What follows belongs to an exercise in optimizing a design on an open flow for small area, a short achievable clock period and few clock cycles; a production flow would make more cautious choices.
In this exercise RTL edits were held to simulation tests only and were not proved equivalent to the original.
Power and IR drop assume default switching activity.

`design/flow/config.mk`:
```
export PLATFORM = sky130hd
export DESIGN_NAME = mips_core
export DESIGN_NICKNAME = mips_core
export VERILOG_FILES = /design/flow/design.v
export SDC_FILE = /design/flow/constraint.sdc
export NUM_CORES = 4
export LEC_CHECK = 0
export CAP_MARGIN = 20
export CORE_MARGIN = 2
export CORE_UTILIZATION = 45
export PLACE_DENSITY = 0.6
export SLEW_MARGIN = 20
```
`design/flow/constraint.sdc`:
```
create_clock -name core_clock -period 8.0 [get_ports {clk}]
set_input_delay 1.6000 -clock core_clock [delete_from_list [all_inputs] [get_ports {clk}]]
set_output_delay 1.6000 -clock core_clock [all_outputs]
set_load 0.01 [all_outputs]
```
`design/flow/design.v`:
```
`timescale 1ns / 1ps
module regfile(
	input clk,
	input rst,
	input [4:0] ra1,
	output [31:0] rd1,
	input [4:0] ra2,
	output [31:0] rd2,
	input we,
	input [4:0] wa,
	input [31:0] wd
);
	reg [31:0] r [1:31];
	wire [31:0] wdat = wd & {32{~rst}};
	genvar g;
	generate
		for (g = 1; g < 32; g = g + 1) begin : regs
			always @(posedge clk)
				if (rst || (we && wa == g))
					r[g] <= wdat;
		end
	endgenerate
	reg [31:0] o1, o2;
	integer i;
	always @(*) begin
		o1 = 32'b0;
		o2 = 32'b0;
		for (i = 1; i < 32; i = i + 1) begin
			o1 = o1 | ({32{ra1 == i}} & r[i]);
			o2 = o2 | ({32{ra2 == i}} & r[i]);
		end
	end
	assign rd1 = o1;
	assign rd2 = o2;
endmodule
`timescale 1ns / 1ps
module mips_core(
	input clk,
	input rst,
	output [31:0] imem_addr,
	input [31:0] imem_rdata,
	output [31:0] dmem_addr,
	output [31:0] dmem_wdata,
	output dmem_we,
	input [31:0] dmem_rdata
	);
	reg [9:0] pc;
	reg        e_we, e_ld, e_st, e_br;
	reg [4:0]  e_rd;
	reg [31:0] e_a, e_b, e_sd;
	reg        e_sadd, e_sslt, e_slog, e_ssh, e_sb;
	reg        e_sub, e_uns, e_shr, e_sha;
	reg [1:0]  e_lop;
	reg        e_mov, e_movn;
	reg [1:0]  e_bt;      
	reg        e_binv, e_pred;
	reg [9:0]  e_alt;
	reg        m_we, m_ld, m_st;
	reg [4:0]  m_rd;
	reg [31:0] m_res, m_sd;
	wire [31:0] ins = imem_rdata;
	wire [5:0] op = ins[31:26];
	wire [5:0] fn = ins[5:0];
	wire [4:0] rs = ins[25:21];
	wire [4:0] rt = ins[20:16];
	wire [4:0] rd = ins[15:11];
	wire [4:0] sh = ins[10:6];
	wire [15:0] imm = ins[15:0];
	wire d_r      = (op == 6'h00);
	wire d_jr     = d_r && (fn == 6'h08);
	wire d_mov    = d_r && (fn[5:1] == 5'b00101);
	wire d_shimm  = d_r && (fn[5:2] == 4'b0000);
	wire d_shift  = d_r && (fn[5:3] == 3'b000);
	wire d_addsub = d_r && (fn[5:2] == 4'b1000);
	wire d_logic  = d_r && (fn[5:2] == 4'b1001);
	wire d_slt    = d_r && (fn[5:1] == 5'b10101);
	wire d_regimm = (op == 6'h01);
	wire d_j      = (op == 6'h02);
	wire d_bcmp   = (op[5:1] == 5'b00010);
	wire d_bz     = (op[5:1] == 5'b00011);
	wire d_br     = d_regimm | d_bcmp | d_bz;
	wire d_immop  = (op[5:3] == 3'b001);
	wire d_addi   = (op[5:1] == 5'b00100);
	wire d_slti   = (op[5:1] == 5'b00101);
	wire d_logi   = (op[5:2] == 4'b0011) && (op[1:0] != 2'b11);
	wire d_lui    = (op == 6'h0F);
	wire d_lw     = (op == 6'h23);
	wire d_sw     = (op == 6'h2B);
	wire [4:0] d_rd = d_r ? rd : rt;
	wire d_we = ((d_r && !d_jr) || d_immop || d_lw) && (d_rd != 5'd0);
	wire d_use_rs = !(d_j || d_shimm || d_lui);
	wire d_use_rt = d_r || d_bcmp || d_sw;
	wire [31:0] rf1, rf2;
	wire [31:0] m_val = m_ld ? dmem_rdata : m_res;
	wire [31:0] alu;
	wire e_wr;
	regfile regfile(
		.clk(clk), .rst(rst),
		.ra1(rs), .rd1(rf1),
		.ra2(rt), .rd2(rf2),
		.we(m_we), .wa(m_rd), .wd(m_val)
	);
	wire e_hit1 = e_wr && (e_rd == rs);
	wire e_hit2 = e_wr && (e_rd == rt);
	wire m_hit1 = m_we && (m_rd == rs);
	wire m_hit2 = m_we && (m_rd == rt);
	wire [31:0] rs_m = m_hit1 ? m_val : rf1;
	wire [31:0] rt_m = m_hit2 ? m_val : rf2;
	wire [31:0] rs_val = e_hit1 ? alu : rs_m;
	wire [31:0] rt_val = e_hit2 ? alu : rt_m;
	wire stall = e_we && (
		(e_ld && ((d_use_rs && e_rd == rs) || (d_use_rt && e_rd == rt))) ||
		(d_jr && e_rd == rs));
	wire [31:0] immext = d_lui ? {imm, 16'b0} :
	                     d_logi ? {16'b0, imm} : {{16{imm[15]}}, imm};
	wire d_useimm = d_immop || d_lw || d_sw;
	wire [31:0] d_a = d_shimm ? {27'b0, sh} : rs_val;
	wire [31:0] d_b = d_useimm ? immext : rt_val;
	wire [9:0] pc_inc = pc + 10'd1;
	wire [9:0] target = pc_inc + imm[9:0];
	wire d_pred = (imm[15] && !(op == 6'h05 && rs == rt)) || (op == 6'h04 && rs == rt);
	wire mispredict;
	reg [9:0] pc_next;
	always @(*) begin
		if (mispredict) pc_next = e_alt;
		else if (stall) pc_next = pc;
		else if (d_j) pc_next = ins[9:0];
		else if (d_jr) pc_next = rs_m[11:2];
		else if (d_br && d_pred) pc_next = target;
		else pc_next = pc_inc;
	end
	always @(posedge clk) begin
		if (rst) pc <= 10'd0;
		else pc <= pc_next;
	end
	wire kill = rst || mispredict || stall;
	always @(posedge clk) begin
		if (kill) begin
			e_we <= 1'b0;
			e_ld <= 1'b0;
			e_st <= 1'b0;
			e_br <= 1'b0;
		end else begin
			e_we <= d_we;
			e_ld <= d_lw;
			e_st <= d_sw;
			e_br <= d_br;
		end
		e_rd   <= d_rd;
		e_a    <= d_a;
		e_b    <= d_b;
		e_sd   <= rt_val;
		e_sadd <= d_addsub || d_addi || d_lw || d_sw;
		e_sslt <= d_slt || d_slti;
		e_slog <= d_logic || d_logi;
		e_ssh  <= d_shift;
		e_sb   <= d_mov || d_lui;
		e_sub  <= d_r ? fn[1] : (d_immop && op[1]);
		e_uns  <= d_r ? fn[0] : op[0];
		e_lop  <= d_r ? fn[1:0] : op[1:0];
		e_shr  <= fn[1];
		e_sha  <= fn[0];
		e_mov  <= d_mov;
		e_movn <= fn[0];
		e_bt   <= d_bcmp ? 2'd0 : d_bz ? 2'd1 : 2'd2;
		e_binv <= d_regimm ? rt[0] : op[0];
		e_pred <= d_pred;
		e_alt  <= d_pred ? pc_inc : target;
	end
	wire [31:0] bx = e_sub ? ~e_b : e_b;
	wire [32:0] sum = {1'b0, e_a} + {1'b0, bx} + {32'b0, e_sub};
	wire lt = e_uns ? ~sum[32] : ((e_a[31] ^ e_b[31]) ? e_a[31] : sum[31]);
	reg [31:0] lg;
	always @(*)
		case (e_lop)
			2'b00: lg = e_a & e_b;
			2'b01: lg = e_a | e_b;
			2'b10: lg = e_a ^ e_b;
			default: lg = ~(e_a | e_b);
		endcase
	wire [31:0] shl = e_b << e_a[4:0];
	wire [63:0] shx = {{32{e_sha & e_b[31]}}, e_b} >> e_a[4:0];
	wire [31:0] shv = e_shr ? shx[31:0] : shl;
	assign alu = ({32{e_sadd}} & sum[31:0]) |
	             ({32{e_sslt}} & {31'b0, lt}) |
	             ({32{e_slog}} & lg) |
	             ({32{e_ssh}}  & shv) |
	             ({32{e_sb}}   & e_b);
	wire a_zero = (e_a == 32'b0);
	wire a_neg = e_a[31];
	wire eq = (e_a == e_b);
	wire cond = (e_bt == 2'd0) ? eq : (e_bt == 2'd1) ? (a_neg | a_zero) : a_neg;
	wire taken = cond ^ e_binv;
	assign mispredict = e_br && (taken != e_pred);
	assign e_wr = e_we && (!e_mov || (a_zero ^ e_movn));
	always @(posedge clk) begin
		if (rst) begin
			m_we <= 1'b0;
			m_ld <= 1'b0;
			m_st <= 1'b0;
		end else begin
			m_we <= e_wr;
			m_ld <= e_ld;
			m_st <= e_st;
		end
		m_rd  <= e_rd;
		m_res <= alu;
		m_sd  <= e_sd;
	end
	assign imem_addr = {20'b0, pc, 2'b00};
	assign dmem_addr = m_res;
	assign dmem_wdata = m_sd;
	assign dmem_we = m_st;
endmodule
```
`design/flow/run.sh`:
```
#!/bin/bash
# synth_recipe.tcl (not shown) runs the flow's synth.tcl, then flattens the netlist and writes it again
# the make line also repeats each setting of config.mk as NAME=value (left out here)
make -C /OpenROAD-flow-scripts/flow DESIGN_CONFIG=/design/flow/config.mk WORK_HOME=/design/flow/orfs CLKGATE_MAP_FILE= SYNTH_SCRIPT=/design/flow/synth_recipe.tcl finish
```
==> metrics.md, run 1 <==
| Metric | Value |
|---|---|
| Outcome | `complete, no violations` |
| Overall routed net length | `between 300000 and 400000 um` |
| #FFs+latches synth | `between 1000 and 1500` |
| Vias in the first global route | `50900` |
| Leakage power | `around 26 nW` |
| Crit-path cells | `clkdlybuf4s50_1 > nor3b_2 > and2_2 > buf_4 > a22oi_1 > nand4_1 > nor4_1 > a32oi_1 > nor2_1 > a221oi_1` |
| Max VDD drop | `approximately 220 uV` |
| Reg2reg end | `e_sd[20]$_DFF_P_` |
| Arr. time, crit path | `approximately 6500 ps` |
| Area growth syn-to-layout | `14.5%` |
| Grt ovf | `0` |
| Worst Setup Start Kind | `input port` |
| Dpl hpwl | `around 200000 um` |
| Gate power share | `0.179` |
| CTS buffer count | `130` |
| Top post-synthesis cells by count | `edfxtp_1 (992), a22oi_1 (715), nand2_1 (449)` |
| Die ar. | `~0.14 mm2` |
| Worst-Skew Late Latency | `around 800 ps` |
| CTS clock-pin slew for the worst setup and hold paths | `around 60 ps` |
| Worst slew pin tran | `~1300 ps` |
| Layout cells sized above 1 | `0.126` |
| Vias/cell | `7.69` |
| Final worst-path setup slack | `roughly 2200 ps` |
| DR pass1 iterations | `13` |
| Distinct cells, synth | `100` |
| Sequential Power Share | `0.456` |
| Placed cell area | `0.0641 mm2` |
| PwrDens | `roughly 250 mW/mm2` |
| Sequential share of the synthesized area | `0.568` |
| Depth of the worst hold-timing path | `0` |
| Io pins | `roughly 160` |
| DRT iter0 DRCs | `12400` |
| Core Rows | `approximately 130` |
| Primary FF master, synth | `edfxtp_1` |
| WS Path Type | `in -> reg` |
| Synthesized area | `roughly 0.060 mm2` |
| Final nets | `~5400` |
| Max stage delay on crit path | `1090 ps` |
| Cells after synthesis | `approximately 5200` |
| Setup TNS | `0 ps` |
| Leading cell type by number of instances after synthesis | `edfxtp_1` |
| Die Wd | `roughly 370 um` |
| Slew Limit Fails | `0` |
| DR DRC count | `0` |
| Final Setup Violations | `0` |
| Post-Place Setup Slack | `~1900 ps` |
| Top cell type's share of synthesized area | `0.497` |
| Final min period | `between 5000 and 6000 ps` |
| Crit path max-delay family | `simple AND/OR/NAND/NOR gates` |
| Antenna violation net count after detailed routing | `0` |
| Clock power share | `0.365` |
| Worst EP required | `around 8700 ps` |
| Resize count post-CTS | `0` |
| Max Cap Viol | `0` |
| Min-delay src | `e_sd[4]$_DFF_P_` |
| Min-Delay Endpoint | `m_sd[4]$_DFF_P_` |
| Ranking of synthesized cells by area | `edfxtp_1 (50%), a22oi_1 (9.0%), dfxtp_1 (7.1%), nand2_1 (2.8%), mux4_2 (2.2%)` |
| Port buffer count | `140` |
| Slowest cell on the critical path | `and2_2` |
| EDFF count, synth | `a little under 1000` |
| Min Hold Slack | `325 ps` |
| Clk_skew | `approximately 54 ps` |
| Power, Total | `between 0.015 and 0.02 W` |
| Post-CTS setup buffers | `0` |
| Relative slew slack | `0.109` |
| Core region area | `approximately 0.13 mm2` |
| WL/cell | `around 45 um` |
| RSZ-0062 raised after global routing | `false` |
| Final cycle utilization of the critical path | `0.729` |
| Ys Warns | `3` |
| CP Capture Type | `register` |
| Synth area leader | `edfxtp_1` |
| Average size of a mapped cell | `between 10 and 15 um2` |
| Final Hold Viols | `0` |
| CTS tree | `built` |
| Critical Path Fanout Max | `22` |
| Path depth of the worst reg2reg path | `7` |
| Clock root buffer | `clkbuf_16` |
| H-tree Lvls | `4` |
| Gp weighted congestion | `1.03` |
| Total track usage | `0.458` |
| Worst path bufs/invs | `2` |
| Post-CTS Hold Buffers | `0` |
| Cell Int Power | `~0.012 W` |
| NetSw | `between 0.005 and 0.006 W` |
| Fmax | `about 170 MHz` |
| Largest net degree at the start of global routing | `58` |
| R2r setup slk | `3040 ps` |
| Effective utilization at floorplan | `0.455` |
| Initial antenna violation count | `10` |
| CTS Buffer Depth | `3` |
| CTS sink cnt | `1204` |
| Switching Fraction | `0.309` |
| Finished Cell Area | `0.0686 mm2` |
| Global-route wire length before repair | `roughly 430000 um` |
| R2R Path Start | `e_a[0]$_DFF_P_` |
| Via count | `between 50000 and 60000` |
| Worst hold path type | `reg -> reg` |
| Fraction of registers with async set or reset after synthesis | `0` |
| Die Span Y | `369 um` |
| Fillcell total | `~11000` |
[per-layer routing]
layer	vias to the layer above	global-route usage	part of all wire	wire (um)
met5	-	0	0.000066	21
met4	4	0.350	0.10	32000
li1	20600	-	-	-
met1	26500	0.539	0.33	105000
met3	1795	0.196	0.16	51100
met2	5995	0.660	0.41	132000
[per-stage QoR]
stage	instances	utilization
2_1_floorplan	5198	-
3_3_place_gp	6883	0.486
3_5_place_dp	6883	0.486
4_1_cts	7118	0.519
5_1_grt	7124	0.521
6_report	7138	0.521
[flip-flops by register name, summed over array words and instances (netlist names), 2 cells and up]
register / cells
e_alt: 10
e_lop: 2
m_sd: 32
m_rd: 5
regfile.r: 992
e_sd: 32
e_bt: 2
pc: 10
e_b: 32
m_res: 32
e_rd: 5
e_a: 32
[power by group through the flow]
stage / Sequential, W / Clock [W] / Combinational, W
after floorplan: 0.00760 / 0 / 0.00171
after global placement: 0.00788 / 0 / 0.00288
after detailed placement: 0.00787 / 0 / 0.00289
after CTS: 0.00774 / 0.00621 / 0.00290
after global routing: 0.00779 / 0.00645 / 0.00314
final: 0.00779 / 0.00623 / 0.00305
[logic make-up (layout without fill, tap and decap cells)]
family          after synthesis  after routing  synth area share
mux                         173            173            0.0420
simple gates               1505           1505             0.124
other cells                   1             36         0.0000626
xor+xnor                     90             90            0.0132
compound gates             1544           1544             0.191
buf+inv                     552            723            0.0393
fa+ha+maj                   108            108            0.0228
flops                      1204           1204             0.568
[cells in the final DEF, fill, tap and decap left out, types with 20 or more instances in the layout]
master | synthesis | final
edfxtp_1 | 992 | 992
a22oi_1 | 715 | 715
nand2_1 | 449 | 448
nor2_1 | 298 | 244
buf_4 | 31 | 223
dfxtp_1 | 212 | 205
nand3_1 | 173 | 171
and3_1 | 171 | 170
a21oi_1 | 149 | 149
clkdlybuf4s50_1 | 0 | 139
clkbuf_16 | 0 | 135
o21ai_0 | 125 | 123
inv_1 | 115 | 114
ha_1 | 106 | 106
nand4_1 | 83 | 83
mux2i_1 | 82 | 81
a22o_1 | 74 | 74
xor2_1 | 64 | 64
nor4_1 | 65 | 63
mux4_2 | 59 | 59
nor3_1 | 60 | 57
a221oi_1 | 57 | 57
nor2_4 | 0 | 53
a222oi_1 | 36 | 36
a31oi_1 | 35 | 35
a2111oi_0 | 32 | 32
o211ai_1 | 30 | 30
nand2b_1 | 27 | 27
xnor2_1 | 26 | 26
a211oi_1 | 28 | 26
clkbuf_1 | 240 | 26
mux2_2 | 23 | 23
o22ai_1 | 23 | 23
conb_1 | 1 | 22
clkinv_1 | 1 | 21
nor2b_1 | 25 | 20
and2_1 | 31 | 20
a2111o_1 | 20 | 20
[cell type report]
type | count | area [um2] | share of cell area
Antenna cell | 14 | 35.0 | 0.000510
Clock inverter | 69 | 796 | 0.0116
Inverter | 119 | 447 | 0.00651
Timing Repair Buffer | 369 | 3220 | 0.0470
Clock buffer | 166 | 3540 | 0.0516
Multi-Input combinational cell | 3442 | 24400 | 0.355
Sequential cell | 1204 | 34000 | 0.496
Tap cell | 1755 | 2200 | 0.0320
[worst max path at each step]
stage	to	start	depth (start not counted)	slack (ps)
finish	e_b[28]$_DFF_P_	imem_rdata[19]	10	2170
global placement	e_b[28]$_DFF_P_	imem_rdata[19]	10	1920
detailed placement	e_b[19]$_DFF_P_	imem_rdata[19]	10	1850
CTS	e_b[19]$_DFF_P_	imem_rdata[19]	10	2680
floorplan	pc[9]$_SDFFE_PP0P_	imem_rdata[4]	9	4200
global route	e_b[28]$_DFF_P_	imem_rdata[19]	10	2200
Testbench counts, summed over its fixed seeds: cycles 45,553.
==> run 2, diff against run 1 <==
--- a/design/flow/design.v
+++ b/design/flow/design.v
@@ -45,16 +45,16 @@
 	input [31:0] dmem_rdata
 	);
 	reg [9:0] pc;
-	reg        e_we, e_ld, e_st, e_br;
+	reg        e_we, e_ld, e_st;
 	reg [4:0]  e_rd;
 	reg [31:0] e_a, e_b, e_sd;
 	reg        e_sadd, e_sslt, e_slog, e_ssh, e_sb;
 	reg        e_sub, e_uns, e_shr, e_sha;
 	reg [1:0]  e_lop;
 	reg        e_mov, e_movn;
-	reg [1:0]  e_bt;      
-	reg        e_binv, e_pred;
-	reg [9:0]  e_alt;
+	reg        e_jr, e_j;
+	reg        e_bcmp, e_bz, e_bs, e_bne, e_bgtz, e_bgez;
+	reg [9:0]  e_tgt;     
 	reg        m_we, m_ld, m_st;
 	reg [4:0]  m_rd;
 	reg [31:0] m_res, m_sd;
@@ -78,7 +78,6 @@
 	wire d_j      = (op == 6'h02);
 	wire d_bcmp   = (op[5:1] == 5'b00010);
 	wire d_bz     = (op[5:1] == 5'b00011);
-	wire d_br     = d_regimm | d_bcmp | d_bz;
 	wire d_immop  = (op[5:3] == 3'b001);
 	wire d_addi   = (op[5:1] == 5'b00100);
 	wire d_slti   = (op[5:1] == 5'b00101);
@@ -108,44 +107,40 @@
 	wire [31:0] rt_m = m_hit2 ? m_val : rf2;
 	wire [31:0] rs_val = e_hit1 ? alu : rs_m;
 	wire [31:0] rt_val = e_hit2 ? alu : rt_m;
-	wire stall = e_we && (
-		(e_ld && ((d_use_rs && e_rd == rs) || (d_use_rt && e_rd == rt))) ||
-		(d_jr && e_rd == rs));
+	wire stall = e_we && e_ld &&
+		((d_use_rs && e_rd == rs) || (d_use_rt && e_rd == rt));
 	wire [31:0] immext = d_lui ? {imm, 16'b0} :
 	                     d_logi ? {16'b0, imm} : {{16{imm[15]}}, imm};
 	wire d_useimm = d_immop || d_lw || d_sw;
-	wire [31:0] d_a = d_shimm ? {27'b0, sh} : rs_val;
+	wire [31:0] d_a = d_shimm ? {27'b0, sh} : d_bcmp ? (rs_val ^ rt_val) : rs_val;
 	wire [31:0] d_b = d_useimm ? immext : rt_val;
-	wire [9:0] pc_inc = pc + 10'd1;
-	wire [9:0] target = pc_inc + imm[9:0];
-	wire d_pred = (imm[15] && !(op == 6'h05 && rs == rt)) || (op == 6'h04 && rs == rt);
-	wire mispredict;
-	reg [9:0] pc_next;
-	always @(*) begin
-		if (mispredict) pc_next = e_alt;
-		else if (stall) pc_next = pc;
-		else if (d_j) pc_next = ins[9:0];
-		else if (d_jr) pc_next = rs_m[11:2];
-		else if (d_br && d_pred) pc_next = target;
-		else pc_next = pc_inc;
-	end
+	wire [9:0] fpc, fpc_inc;
 	always @(posedge clk) begin
 		if (rst) pc <= 10'd0;
-		else pc <= pc_next;
-	end
-	wire kill = rst || mispredict || stall;
+		else pc <= stall ? fpc : fpc_inc;
+	end
+	wire kill = rst || stall;
 	always @(posedge clk) begin
 		if (kill) begin
 			e_we <= 1'b0;
 			e_ld <= 1'b0;
 			e_st <= 1'b0;
-			e_br <= 1'b0;
+			e_j  <= 1'b0;
+			e_jr <= 1'b0;
+			{e_bcmp, e_bz, e_bs} <= 3'b0;
 		end else begin
 			e_we <= d_we;
 			e_ld <= d_lw;
 			e_st <= d_sw;
-			e_br <= d_br;
-		end
+			e_j  <= d_j;
+			e_jr <= d_jr;
+			e_bcmp <= d_bcmp;
+			e_bz   <= d_bz;
+			e_bs   <= d_regimm;
+		end
+		e_bne  <= op[0];
+		e_bgtz <= op[0];
+		e_bgez <= rt[0];
 		e_rd   <= d_rd;
 		e_a    <= d_a;
 		e_b    <= d_b;
@@ -162,10 +157,7 @@
 		e_sha  <= fn[0];
 		e_mov  <= d_mov;
 		e_movn <= fn[0];
-		e_bt   <= d_bcmp ? 2'd0 : d_bz ? 2'd1 : 2'd2;
-		e_binv <= d_regimm ? rt[0] : op[0];
-		e_pred <= d_pred;
-		e_alt  <= d_pred ? pc_inc : target;
+		e_tgt  <= d_j ? ins[9:0] : fpc + (imm[9:0] + 10'd1);
 	end
 	wire [31:0] bx = e_sub ? ~e_b : e_b;
 	wire [32:0] sum = {1'b0, e_a} + {1'b0, bx} + {32'b0, e_sub};
@@ -188,10 +180,20 @@
 	             ({32{e_sb}}   & e_b);
 	wire a_zero = (e_a == 32'b0);
 	wire a_neg = e_a[31];
-	wire eq = (e_a == e_b);
-	wire cond = (e_bt == 2'd0) ? eq : (e_bt == 2'd1) ? (a_neg | a_zero) : a_neg;
-	wire taken = cond ^ e_binv;
-	assign mispredict = e_br && (taken != e_pred);
+	wire a_lez = a_neg | a_zero;
+	function [9:0] pick;
+		input [9:0] p, t, r;
+		begin
+			if (e_bcmp)    pick = (a_zero ^ e_bne) ? t : p;
+			else if (e_bz) pick = (a_lez ^ e_bgtz) ? t : p;
+			else if (e_bs) pick = (a_neg ^ e_bgez) ? t : p;
+			else if (e_jr) pick = r;
+			else if (e_j)  pick = t;
+			else           pick = p;
+		end
+	endfunction
+	assign fpc = pick(pc, e_tgt, e_a[11:2]);
+	assign fpc_inc = pick(pc + 10'd1, e_tgt + 10'd1, e_a[11:2] + 10'd1);
 	assign e_wr = e_we && (!e_mov || (a_zero ^ e_movn));
 	always @(posedge clk) begin
 		if (rst) begin
@@ -207,7 +209,7 @@
 		m_res <= alu;
 		m_sd  <= e_sd;
 	end
-	assign imem_addr = {20'b0, pc, 2'b00};
+	assign imem_addr = {20'b0, fpc, 2'b00};
 	assign dmem_addr = m_res;
 	assign dmem_wdata = m_sd;
 	assign dmem_we = m_st;
==> design/flow/flow/run.sh (new file) <==
#!/bin/bash
# The standard layout, except that the port buffers are plain buf_4 cells
# instead of the delay buffers the resizer picks by default.
set -euo pipefail
export BUFFER_PORTS_ARGS="-buffer_cell sky130_fd_sc_hd__buf_4"
bash standard.sh > standard.log 2>&1
==> design/flow/standard.sh (new file) <==
#!/bin/bash
# synth_recipe.tcl (not shown) runs the flow's synth.tcl, then flattens the netlist and writes it again
# the make line also repeats each setting of config.mk as NAME=value (left out here)
make -C /OpenROAD-flow-scripts/flow DESIGN_CONFIG=/design/flow/config.mk WORK_HOME=/design/flow/orfs CLKGATE_MAP_FILE= SYNTH_SCRIPT=/design/flow/synth_recipe.tcl "${@:-finish}"
==> design/flow/config.mk (replaced) <==
export PLATFORM = sky130hd
export DESIGN_NAME = mips_core
export DESIGN_NICKNAME = mips_core
export VERILOG_FILES = /design/flow/design.v
export SDC_FILE = /design/flow/constraint.sdc
export NUM_CORES = 4
export LEC_CHECK = 0
export ABC_CLOCK_PERIOD_IN_PS = 3500
export CAP_MARGIN = 20
export CORE_MARGIN = 2
export CORE_UTILIZATION = 60
export PLACE_DENSITY = 0.7
export SETUP_SLACK_MARGIN = 3.8
export SLEW_MARGIN = 20
removed: design/flow/run.sh
==> metrics.md, run 2 <==
| Metric | Value |
|---|---|
| Dpl hpwl | `180000 um (-11%)` |
| Worst EP required | `6400 ps (-2310 ps)` |
| Global-route wire length before repair | `403000 um (-5.5%)` |
| Top cell type's share of synthesized area | `0.487 (-0.0103)` |
| R2r setup slk | `3430 ps (+390 ps)` |
| Clock root buffer | `clkbuf_16` |
| Launch point of the critical path | `e_a[3]$_DFF_P_` |
| Fraction of registers with async set or reset after synthesis | `0 (unchanged)` |
| EDFF count, synth | `992 (unchanged)` |
| RSZ-0062 raised after global routing | `true` |
| Critical Path Fanout Max | `5 (-77%)` |
| DR pass1 iterations | `22 (+9)` |
| Final Setup Violations | `0 (unchanged)` |
| Max stage delay on crit path | `340 ps (-750 ps)` |
| DR DRC count | `0 (unchanged)` |
| Post-CTS Hold Buffers | `0 (unchanged)` |
| PwrDens | `241 mW/mm2 (-3.1%)` |
| CTS tree | `built` |
| Worst path bufs/invs | `7 (+5)` |
| Final nets | `5698 (+4.7%)` |
| Commonest non-fill, non-tap cell in the layout | `edfxtp_1` |
| Leakage power | `26.9 nW (+3.9%)` |
| Clk_skew | `40.7 ps (-12.9 ps)` |
| Cell count after placement | `6656 (-3.3%)` |
| Crit path max-delay family | `buffers and inverters` |
| Largest net degree at the start of global routing | `49 (-16%)` |
| Effective utilization at floorplan | `0.603 (+0.148)` |
| Overall routed net length | `299000 um (-6.4%)` |
| Synth area leader | `edfxtp_1` |
| Worst Setup Start Kind | `register` |
| Total track usage | `0.561 (+0.103)` |
| Synthesized area | `0.0612 mm2 (+2.1%)` |
| Layout cells sized above 1 | `0.177 (+0.0509)` |
| WL/cell | `42.7 um (-4.7%)` |
| CTS Buffer Depth | `3 (unchanged)` |
| CP endpoint | `imem_addr[9]` |
| Arr. time, crit path | `3470 ps (-3070 ps)` |
| Io pins | `163 (unchanged)` |
| Worst slew pin tran | `1280 ps (-53.5 ps)` |
| Reg2reg end | `e_tgt[9]$_DFF_P_` |
| Power, Total | `0.0170 W (-0.52%)` |
| R2R Path Start | `e_a[3]$_DFF_P_` |
| Final Hold Viols | `0 (unchanged)` |
| Max Cap Viol | `0 (unchanged)` |
| Ranking of synthesized cells by area | `edfxtp_1 (49%), a22oi_1 (10%), dfxtp_1 (7.0%), nand2_1 (2.9%), mux2i_1 (2.5%)` |
| Slowest cell on the critical path | `dfxtp_2` |
| Relative slew slack | `0.122 (+0.0134)` |
| Sequential share of the synthesized area | `0.557 (-0.0111)` |
| CP Capture Type | `output pin` |
| Core region area | `0.101 mm2 (-23%)` |
| Number of flip-flops under the largest register name | `992 (unchanged)` |
| CTS sink cnt | `1206 (+0.17%)` |
| Leading cell type by number of instances after synthesis | `edfxtp_1` |
| Path depth of the worst reg2reg path | `27 (+20)` |
| Die Wd | `323 um (-12%)` |
| Die ar. | `0.105 mm2 (-23%)` |
| CTS buffer count | `118 (-9.2%)` |
| DRT iter0 DRCs | `14700 (+18%)` |
| Final min period | `5070 ps (-764 ps)` |
| Vias in the first global route | `52200 (+2.5%)` |
| WS Path Type | `reg -> out` |
| Grt ovf | `0 (unchanged)` |
| Antenna violation net count after detailed routing | `0 (unchanged)` |
| Initial antenna violation count | `21 (+11)` |
| Cells after synthesis | `5376 (+3.8%)` |
| Non-filler cells, final | `7012 (-1.8%)` |
| Ys Warns | `3 (unchanged)` |
| Core Rows | `117 (-12%)` |
| Final cycle utilization of the critical path | `0.634 (-0.0955)` |
| Vias/cell | `8.17 (+6.3%)` |
| Average size of a mapped cell | `11.4 um2 (-1.7%)` |
| Primary FF master, synth | `edfxtp_1` |
| Worst hold path type | `reg -> reg` |
| Distinct cells, synth | `100 (unchanged)` |
| Min Hold Slack | `326 ps (+1.45 ps)` |
| Top post-synthesis cells by count | `edfxtp_1 (992), a22oi_1 (839), nand2_1 (479)` |
| Most frequent cells in the layout | `edfxtp_1 (992), a22oi_1 (839), nand2_1 (470)` |
| Die Span Y | `323 um (-12%)` |
| Top reg by flops | `regfile.r` |
| Worst-Skew Late Latency | `770 ps (-30 ps)` |
| Gp weighted congestion | `1.05 (+2.0%)` |
| Outcome | `complete, no violations` |
| Area growth syn-to-layout | `15.1%` |
| CTS clock-pin slew for the worst setup and hold paths | `70 ps (about the same)` |
| Max VDD drop | `212 uV (-3.5%)` |
| Setup TNS | `0 ps (unchanged)` |
| Fmax | `197 MHz (+15%)` |
| Port buffer count | `140 (unchanged)` |
| CP Depth | `15 (+5)` |
| #FFs+latches synth | `1206 (+0.17%)` |
| Slew Limit Fails | `0 (unchanged)` |
| Crit-path cells | `buf_12 > clkinv_8 > buf_12 > ha_4 > nor4b_4 > nand4_1 > buf_6 > o21ai_4 > xor2_4 > buf_6 > buf_16 > mux2_4 > a211oi_4 > a21oi_2 > buf_4` |
| Fillcell total | `7337 (-36%)` |
| Via count | `57300 (+4.4%)` |
| H-tree Lvls | `3 (-1)` |
## run 2: cell types whose count changed after synthesis, moves of 39 or more
cell / previous run / this run
a211oi_1: 28 / 81
a221oi_1: 57 / 17
a22oi_1: 715 / 839
and3_1: 171 / 89
buf_2: 109 / 70
clkbuf_1: 240 / 284
mux2i_1: 82 / 150
nand3_1: 173 / 128
nor2_1: 298 / 361
nor3_1: 60 / 111
## run 2: how the worst min path moves through the flow
stage,from,end,slack [ps],depth (start not counted)
floorplan,e_sd[0]$_DFF_P_,m_sd[0]$_DFF_P_,310,0
global placement,e_sd[16]$_DFF_P_,m_sd[16]$_DFF_P_,310,0
detailed placement,e_sd[17]$_DFF_P_,m_sd[17]$_DFF_P_,310,0
CTS,e_sd[1]$_DFF_P_,m_sd[1]$_DFF_P_,330,0
global route,e_sd[1]$_DFF_P_,m_sd[1]$_DFF_P_,330,0
finish,e_sd[1]$_DFF_P_,m_sd[1]$_DFF_P_,330,0
## run 2: cells by family (layout without fill, tap and decap cells)
group / after synthesis / after routing / synth area share
flip-flops: 1206 / 1206 / 0.557
adder cells (fa/ha/maj): 111 / 111 / 0.0229
AND/OR/NAND/NOR: 1440 / 1441 / 0.109
AO/OA/AOI/OAI: 1668 / 1668 / 0.200
buffers and inverters: 589 / 808 / 0.0402
other: 1 / 49 / 0.0000613
multiplexers: 247 / 247 / 0.0544
XOR/XNOR: 114 / 114 / 0.0164
## run 2: per-layer routing
metal	global-route usage	vias up	wire (um)
li1	-	21400	-
met1	0.640	26600	90400
met2	0.766	6809	117000
met3	0.291	2439	55500
met4	0.485	19	36500
met5	0.0343	-	374
## run 2: area by class of cell
type,count,area [um2],share of cell area
Clock inverter,67,783,0.0111
Sequential cell,1206,34100,0.484
Antenna cell,27,67.6,0.000959
Clock buffer,149,3210,0.0456
Tap cell,1368,1710,0.0243
Inverter,132,514,0.00730
Multi-Input combinational cell,3603,26100,0.371
Timing Repair Buffer,460,3930,0.0558
## run 2: worst reg2reg max path, delay by kind of cell (launching register included)
kind / cells / cell delay [ps]
AOI/OAI and AO/OA: 8 / 1430
adders and majority gates: 2 / 320
DFF: 1 / 340
and+or+nand+nor: 5 / 590
muxes: 1 / 300
buffers and inverters: 8 / 960
xor gates and xnor gates: 3 / 510
## run 2: metrics by stage
stage	util	cell area [um2]	setup WS (ps)
3_3_place_gp	0.634	64300	2100
3_5_place_dp	0.634	64300	2200
5_1_grt	0.694	70400	2870
2_1_floorplan	-	61400	3680
6_report	0.694	70500	2930
4_1_cts	0.686	69600	3060
## run 2: power breakdown
part	internal (W)	leakage [nW]	switching, W
clock network	0.00330	1.96	0.00257
registers	0.00729	12.0	0.000533
logic	0.00120	13.0	0.00209
## run 2: what timing repair did
item	CTS	global route
gates cloned	6	0
pin swaps	39	34
resized for setup	119	94
buffers inserted	69	38
setup endpoints to repair	121	82
Testbench counts of run 2, summed over its fixed seeds: cycles 41,921.

## port drivers added, routing unchanged
In the flow no input, the clock included, has a driving cell. The finished layouts below were timed again as built, in two steps.
Step 1, drivers: a clkbuf_16 drives clk and a buf_2 each remaining input, both assumed.
Step 2 times the ports against the registers' clock, not the clock port: input delays grow and output delays shrink by t, the midpoint of the rising clock arrivals with the driver on.
a / b / c = no drivers / after step 1 / after step 2; a / b = the first two.
run | t (ns) | setup slack, ns | clock arrival spread, ns | pins driven straight from the clock port
run 1 | 0.867 | 2.166 / 2.225 / 1.358 | 0.077 / 0.077 | 1
run 2 | 0.827 | 2.930 / 2.854 / 2.760 | 0.049 / 0.050 | 1
After both steps every run listed still meets setup and hold. The setup slack of run 1, which loses most, moves by +0.059 ns with the drivers and by -0.808 ns with both steps.
